What follows belongs to an exercise in optimizing a design on an open flow for small area, a short achievable clock period and few clock cycles per item; a production flow would make more cautious choices.
In this exercise RTL edits were held to simulation tests only and were not proved equivalent to the original.
Power is estimated from default activity; no workload was simulated.

## indigo
## booth
module booth (
    input  wire        clk  ,
    input  wire        rst_n,
    input  wire [15:0] x    ,
    input  wire [15:0] y    ,
    input  wire        start,
    output wire [31:0] z    ,
    output wire        busy
);
assign busy = 1'b0;
wire one0, two0;
menc ue0 (.y2(y[1]), .y1(y[0]), .y0(1'b0), .one(one0), .two(two0));
wire one1, two1;
menc ue1 (.y2(y[3]), .y1(y[2]), .y0(y[1]), .one(one1), .two(two1));
wire one2, two2;
menc ue2 (.y2(y[5]), .y1(y[4]), .y0(y[3]), .one(one2), .two(two2));
wire one3, two3;
menc ue3 (.y2(y[7]), .y1(y[6]), .y0(y[5]), .one(one3), .two(two3));
wire one4, two4;
menc ue4 (.y2(y[9]), .y1(y[8]), .y0(y[7]), .one(one4), .two(two4));
wire one5, two5;
menc ue5 (.y2(y[11]), .y1(y[10]), .y0(y[9]), .one(one5), .two(two5));
wire one6, two6;
menc ue6 (.y2(y[13]), .y1(y[12]), .y0(y[11]), .one(one6), .two(two6));
wire one7, two7;
menc ue7 (.y2(y[15]), .y1(y[14]), .y0(y[13]), .one(one7), .two(two7));
wire pp0_0;
mbs upp0_0 (.xj(x[0]), .xm(1'b0), .one(one0), .two(two0), .neg(y[1]), .pp(pp0_0));
wire pp0_1;
mbs upp0_1 (.xj(x[1]), .xm(x[0]), .one(one0), .two(two0), .neg(y[1]), .pp(pp0_1));
wire pp0_2;
mbs upp0_2 (.xj(x[2]), .xm(x[1]), .one(one0), .two(two0), .neg(y[1]), .pp(pp0_2));
wire pp0_3;
mbs upp0_3 (.xj(x[3]), .xm(x[2]), .one(one0), .two(two0), .neg(y[1]), .pp(pp0_3));
wire pp0_4;
mbs upp0_4 (.xj(x[4]), .xm(x[3]), .one(one0), .two(two0), .neg(y[1]), .pp(pp0_4));
wire pp0_5;
mbs upp0_5 (.xj(x[5]), .xm(x[4]), .one(one0), .two(two0), .neg(y[1]), .pp(pp0_5));
wire pp0_6;
mbs upp0_6 (.xj(x[6]), .xm(x[5]), .one(one0), .two(two0), .neg(y[1]), .pp(pp0_6));
wire pp0_7;
  ...
For scale: about 670 cells after synthesis, roughly 68 I/O pins, ~0.0085 sq mm of cells after synthesis.
==> flow/config.mk <==
export PLATFORM = sky130hd
export DESIGN_NAME = booth
export DESIGN_NICKNAME = booth
export VERILOG_FILES = /design/flow/design.v
export SDC_FILE = /design/flow/constraint.sdc
export NUM_CORES = 4
export LEC_CHECK = 0
export CAP_MARGIN = 20
export CORE_MARGIN = 2
export CORE_UTILIZATION = 60
export PLACE_DENSITY = 0.7
export SLEW_MARGIN = 20
export SYNTH_HIERARCHICAL = 1
export SYNTH_MINIMUM_KEEP_SIZE = 0
==> flow/constraint.sdc <==
create_clock -name core_clock -period 4.0 [get_ports {clk}]
set_input_delay 0.8000 -clock core_clock [delete_from_list [all_inputs] [get_ports {clk}]]
set_output_delay 0.8000 -clock core_clock [all_outputs]
set_load 0.01 [all_outputs]
run.sh (not shown) runs the stock make flow with config.mk's settings and CLKGATE_MAP_FILE= SYNTH_SCRIPT=/design/flow/synth_recipe.tcl, a recipe that flattens the netlist after the stock synthesis.
In indigo the implementation completed, yet the final layout does not meet the checks, the culprit being negative setup slack.
Testbench counts of indigo, summed over its fixed seeds: cycles 3,200, items 3,200.
diff inputs: indigo => fjord
Settings: removing PLACE_DENSITY (formerly 0.7); changing CORE_UTILIZATION from 60 to 40.
==> flow/flow/run.sh (new file) <==
#!/bin/bash
set -euo pipefail
export RECOVER_POWER=100
bash standard.sh > standard.log 2>&1
==> flow/standard.sh (new file) <==
#!/bin/bash
# synth_recipe.tcl (not shown) runs the flow's synth.tcl, then flattens the netlist and writes it again
# the make line also repeats each setting of config.mk as NAME=value (left out here)
make -C /OpenROAD-flow-scripts/flow DESIGN_CONFIG=/design/flow/config.mk WORK_HOME=/design/flow/orfs CLKGATE_MAP_FILE= SYNTH_SCRIPT=/design/flow/synth_recipe.tcl "${@:-finish}"
removed: flow/run.sh
## What came out
Layout checks on fjord: not met. Flow itself completed; violations: max-capacitance violations, max-slew violations.
Against indigo, fjord comes in 11 points lower on global router's overall resource usage.
indigo and fjord ended up with nearly the same sequential cell area share.
After synthesis and placement, the instance count of fjord is above that of indigo.
Number of endpoints failing setup at the final stage in fjord vs indigo: down 2
In the route summary, fjord ends up with a via count below that of indigo.
What cedar does differently from fjord at the input level:
Settings: an added CTS_BUF_LIST of sky130_fd_sc_hd__clkbuf_8.
==> flow/flow/run.sh <==
#!/bin/bash
set -euo pipefail
export BUFFER_PORTS_ARGS="-buffer_cell sky130_fd_sc_hd__buf_1"
export PRE_FLOORPLAN_TCL="$PWD/flow/downsize.tcl"
bash standard.sh > standard.log 2>&1
==> flow/flow/downsize.tcl (new file) <==
# Start the layout from the smallest drive strength of each combinational
# cell that synthesis picked; timing repair later sizes up what it needs.
set db [ord::get_db]
set block [ord::get_db_block]
set n 0
foreach inst [$block getInsts] {
  set m [[$inst getMaster] getName]
  if {![regexp {^(sky130_fd_sc_hd__([a-z0-9]+))_([0-9]+)$} $m -> base short drive]} { continue }
  if {[regexp {^(s?e?df|dl|conb|tap|fill|decap|clk)} $short]} { continue }
  foreach d {0 1 2} {
    if {$d >= $drive} { break }
    set cand ${base}_$d
    set cm [$db findMaster $cand]
    if {$cm eq "NULL" || $cm eq ""} { continue }
    replace_cell [$inst getName] $cand
    incr n
    break
  }
}
puts "downsize.tcl: resized $n instances"
cedar: PASS, flow complete, no timing, DRC or antenna violations. Final period demand of the worst path delta for cedar relative to fjord: 0.021 ns higher. Looking at floorplan die width, cedar sits 5.0% lower than fjord does. Taking fjord as the reference, in cedar share of the final layout cell area in multi-input gates up 5.2 points; setup slack of the critical path after layout fell 0.021 ns; fraction of power consumed by the clock network fell by 1.0 points; DRC marker count from the first detailed-route iteration picked up an extra about 35%. fjord reports its most common cell after layout, fill and taps aside as a22oi_2 while cedar reports a22oi_1. cedar: final-layout non-clock buffer area share 8.4 points below fjord. The non-clock buffer instance count of the final layout of cedar is lower than that of fjord. cedar vs fjord, area of all placed cells without fillers went down by about 20%. [compare] base=fjord new=cedar: first-pass GRT wire length fell about 11%, sequential power essentially unchanged.
> inputs changed (cedar -> quartz)
Settings: CORE_UTILIZATION now 80, was 40; CTS_BUF_LIST no longer set, was sky130_fd_sc_hd__clkbuf_8; PLACE_DENSITY now 0.9, previously not set.
==> flow/run.sh (new file) <==
#!/bin/bash
# synth_recipe.tcl (not shown) runs the flow's synth.tcl, then flattens the netlist and writes it again
# the make line also repeats each setting of config.mk as NAME=value (left out here)
make -C /OpenROAD-flow-scripts/flow DESIGN_CONFIG=/design/flow/config.mk WORK_HOME=/design/flow/orfs CLKGATE_MAP_FILE= SYNTH_SCRIPT=/design/flow/synth_recipe.tcl finish
removed: flow/flow/run.sh
removed: flow/flow/downsize.tcl
removed: flow/standard.sh
Results
- No final results exist for quartz, since it was stopped by error DPL-0038 during detailed placement.
- Chip height shrinks by more than 10% when moving from cedar to quartz.
- Reported for cedar and quartz, synthesized cell count turned out identical to the last digit.
- quartz -> cedar: number of I/O pins delta 0, exact match
- Diff cedar -> quartz | die outline width | down by more than 10%
- On starting density of the core: quartz sits above cedar.
- As of quartz, row count had fallen by more than a quarter compared to cedar.
- The placer congestion estimate in quartz is 1.07 times that in cedar.
- Count of input and output buffers came out exactly the same in cedar and quartz.
--- input diff quartz..onyx ---
Settings: PLACE_DENSITY removed (was 0.9); CORE_UTILIZATION changed from 80 to 40.
Notes after the runs:
Taking quartz as the reference, in onyx number of synthesized register bits has remained practically unchanged; starting density of the core has decreased; number of top-level pins has remained practically unchanged; xor-xnor portion of the synthesized cell area has remained practically unchanged; summed instance area of the synthesized netlist has remained practically unchanged. onyx | stages: all done | timing, DRC, antenna: all pass. quartz did not finish; a tool error ended it in detailed placement. onyx against quartz: width of the chip rose by 40%; die outline height rose by about 40%. From onyx to quartz, fraction of the yosys area taken by sequential cells did not move at all. onyx vs quartz — final weighted congestion of routability-driven global placement dropped by a little under 10%. Diff onyx..quartz | gate count after technology mapping | unchanged. Diff quartz -> onyx | count of standard-cell rows | up by more than a quarter.


== build 23 ==
booth again, from the RTL that the note above started with.
export LEC_CHECK = 0
export CAP_MARGIN = 20
export CORE_MARGIN = 2
export CORE_UTILIZATION = 40
export SLEW_MARGIN = 20
export SYNTH_HIERARCHICAL = 1
export SYNTH_MINIMUM_KEEP_SIZE = 0
create_clock -name core_clock -period 4.0 [get_ports {clk}]
standard.sh (not shown) runs the stock make flow with config.mk's settings and CLKGATE_MAP_FILE= SYNTH_SCRIPT=/design/flow/synth_recipe.tcl, a recipe that flattens the netlist after the stock synthesis.
==> flow/flow/run.sh <==
#!/bin/bash
set -euo pipefail
export BUFFER_PORTS_ARGS="-buffer_cell sky130_fd_sc_hd__buf_2"
export PRE_FLOORPLAN_TCL="$PWD/flow/downsize.tcl"
bash standard.sh > standard.log 2>&1
==> flow/flow/downsize.tcl <==
# Start the layout from the smallest drive strength of each combinational
# cell that synthesis picked; timing repair later sizes up what it needs.
set db [ord::get_db]
set block [ord::get_db_block]
set n 0
foreach inst [$block getInsts] {
  set m [[$inst getMaster] getName]
  if {![regexp {^(sky130_fd_sc_hd__([a-z0-9]+))_([0-9]+)$} $m -> base short drive]} { continue }
  if {[regexp {^(s?e?df|dl|conb|tap|fill|decap|clk)} $short]} { continue }
  foreach d {0 1 2} {
    if {$d >= $drive} { break }
    set cand ${base}_$d
    set cm [$db findMaster $cand]
    if {$cm eq "NULL" || $cm eq ""} { continue }
    replace_cell [$inst getName] $cand
    incr n
    break
  }
}
puts "downsize.tcl: resized $n instances"
Testbench counts of build 23, summed over its fixed seeds: cycles 3,200, items 3,200.
> inputs changed (build 23 -> build 51)
- putting SETUP_SLACK_MARGIN at 0.3 where nothing was set
==> notes.md <==
Build 51: switching power summed over all nets is about 4.4% higher than what build 23 reported. Build 51 vs build 23: portion of the clock cycle consumed by the worst path in the final layout down. Count of clock-buffer cells in the layout on build 51 is down relative to build 23.
The inputs of build 19 differ from those of build 51 as listed below.
- SETUP_SLACK_MARGIN removed (was 0.3)
==> flow/flow/run.sh <==
#!/bin/bash
set -euo pipefail
export RECOVER_POWER=50
bash standard.sh > standard.log 2>&1
removed: flow/flow/downsize.tcl
==> comparison <==
- Build 19 reports its worst setup path startpoint as y[7] while build 51 reports y[1].
- Looking at worst setup slack across build 19 and build 51, the one that comes out lower is build 19.
- [build 19] flow finished | final checks: failed | reasons: capacitance limit, slew limit
- Going from build 51 to build 19, global-route usage decreased 0.70 points, final instance area increased 14%, number of inserted filler cells in the final layout increased about 14%, clock network fraction of total power increased 0.2 points.
- Critical path depth: build 19 and build 51 compared, lower one is build 19
- Build 19 vs build 51: count of TritonRoute iterations in the first routing pass down
[inputs] build 84 vs build 19
--- a/flow/flow/run.sh
+++ b/flow/flow/run.sh
@@ -3 +3 @@
-export RECOVER_POWER=50
+export BUFFER_PORTS_ARGS="-buffer_cell sky130_fd_sc_hd__buf_2"
==> notes.md <==
- met3 demand-to-capacity share in global routing was higher in the run labelled build 19.
- Build 84 finished all stages; the layout is clean.
- [build 84] wire length on met3 rose about 2.3% relative to build 19
- The lower total power of build 19 and build 84 is in build 84.
- Taking build 19 as the reference point, the area growth from synthesis to layout of build 84 falls by 16 points.
- Re post-CTS setup repair buffer count: build 19 was higher than build 84.
- In build 84, the internal power came out about 15% below the value in build 19.
- Relative to build 19, fill cell total of the finished layout has increased by about 8% in build 84.
- The synthesized cell count of build 84 and that of build 19 are within noise of each other.
- Relative to build 19, highest ir drop seen on vdd has increased by about 36% in build 84.
- Looking at critical path depth across build 19 and build 84, the one that comes out higher is build 19.
Here is what was changed in the inputs of build 74 compared with build 84.
- GPL_TIMING_DRIVEN: unset -> 0
==> flow/run.sh (new file) <==
#!/bin/bash
# synth_recipe.tcl (not shown) runs the flow's synth.tcl, then flattens the netlist and writes it again
# the make line also repeats each setting of config.mk as NAME=value (left out here)
make -C /OpenROAD-flow-scripts/flow DESIGN_CONFIG=/design/flow/config.mk WORK_HOME=/design/flow/orfs CLKGATE_MAP_FILE= SYNTH_SCRIPT=/design/flow/synth_recipe.tcl finish
removed: flow/flow/run.sh
removed: flow/standard.sh
==> comparison <==
- As far as H-tree depth reported by CTS goes, build 84 and build 74 are indistinguishable; the numbers are identical.
- Summary — total non-filler cell area in the finished layout, build 74 relative to build 84: higher, by 1200 um2.
- Smallest setup slack after layout: build 74 and build 84 compared, lower one is build 74

re-timing with driven ports:
No port has a modelled driver above. Below, the same layouts with a new extraction and two added sets of constraints. Step 1: set_driving_cell puts a clkbuf_16 on clk and a buf_2 on each other input, an assumption about the parent block. Step 2 times the ports against the registers' clock, not the clock port: input delays grow and output delays shrink by t, the midpoint of the rising clock arrivals with the driver on. a / b / c = no drivers / after step 1 / after step 2; a / b = the first two.
run | t (ns) | setup slack, ns | latest minus earliest clock arrival (ns)
indigo | 0.348 | -0.015 / -0.003 / -0.351 | 0.010 / 0.009
fjord | 0.350 | 0.076 / 0.087 / -0.264 | 0.005 / 0.005
cedar | 0.369 | 0.055 / 0.053 / -0.316 | 0.024 / 0.024
onyx | 0.350 | 0.079 / 0.095 / -0.255 | 0.005 / 0.005
build 23 | 0.349 | 0.075 / 0.052 / -0.297 | 0.010 / 0.011
build 51 | 0.349 | 0.164 / 0.149 / -0.200 | 0.006 / 0.006
build 19 | 0.351 | 0.084 / 0.099 / -0.252 | 0.005 / 0.005
build 84 | 0.354 | 0.101 / 0.109 / -0.245 | 0.015 / 0.016
build 74 | 0.353 | 0.067 / -0.016 / -0.369 | 0.008 / 0.008
The setup slack of build 74, which loses most, moves by -0.083 ns with the drivers and by -0.436 ns with both steps.
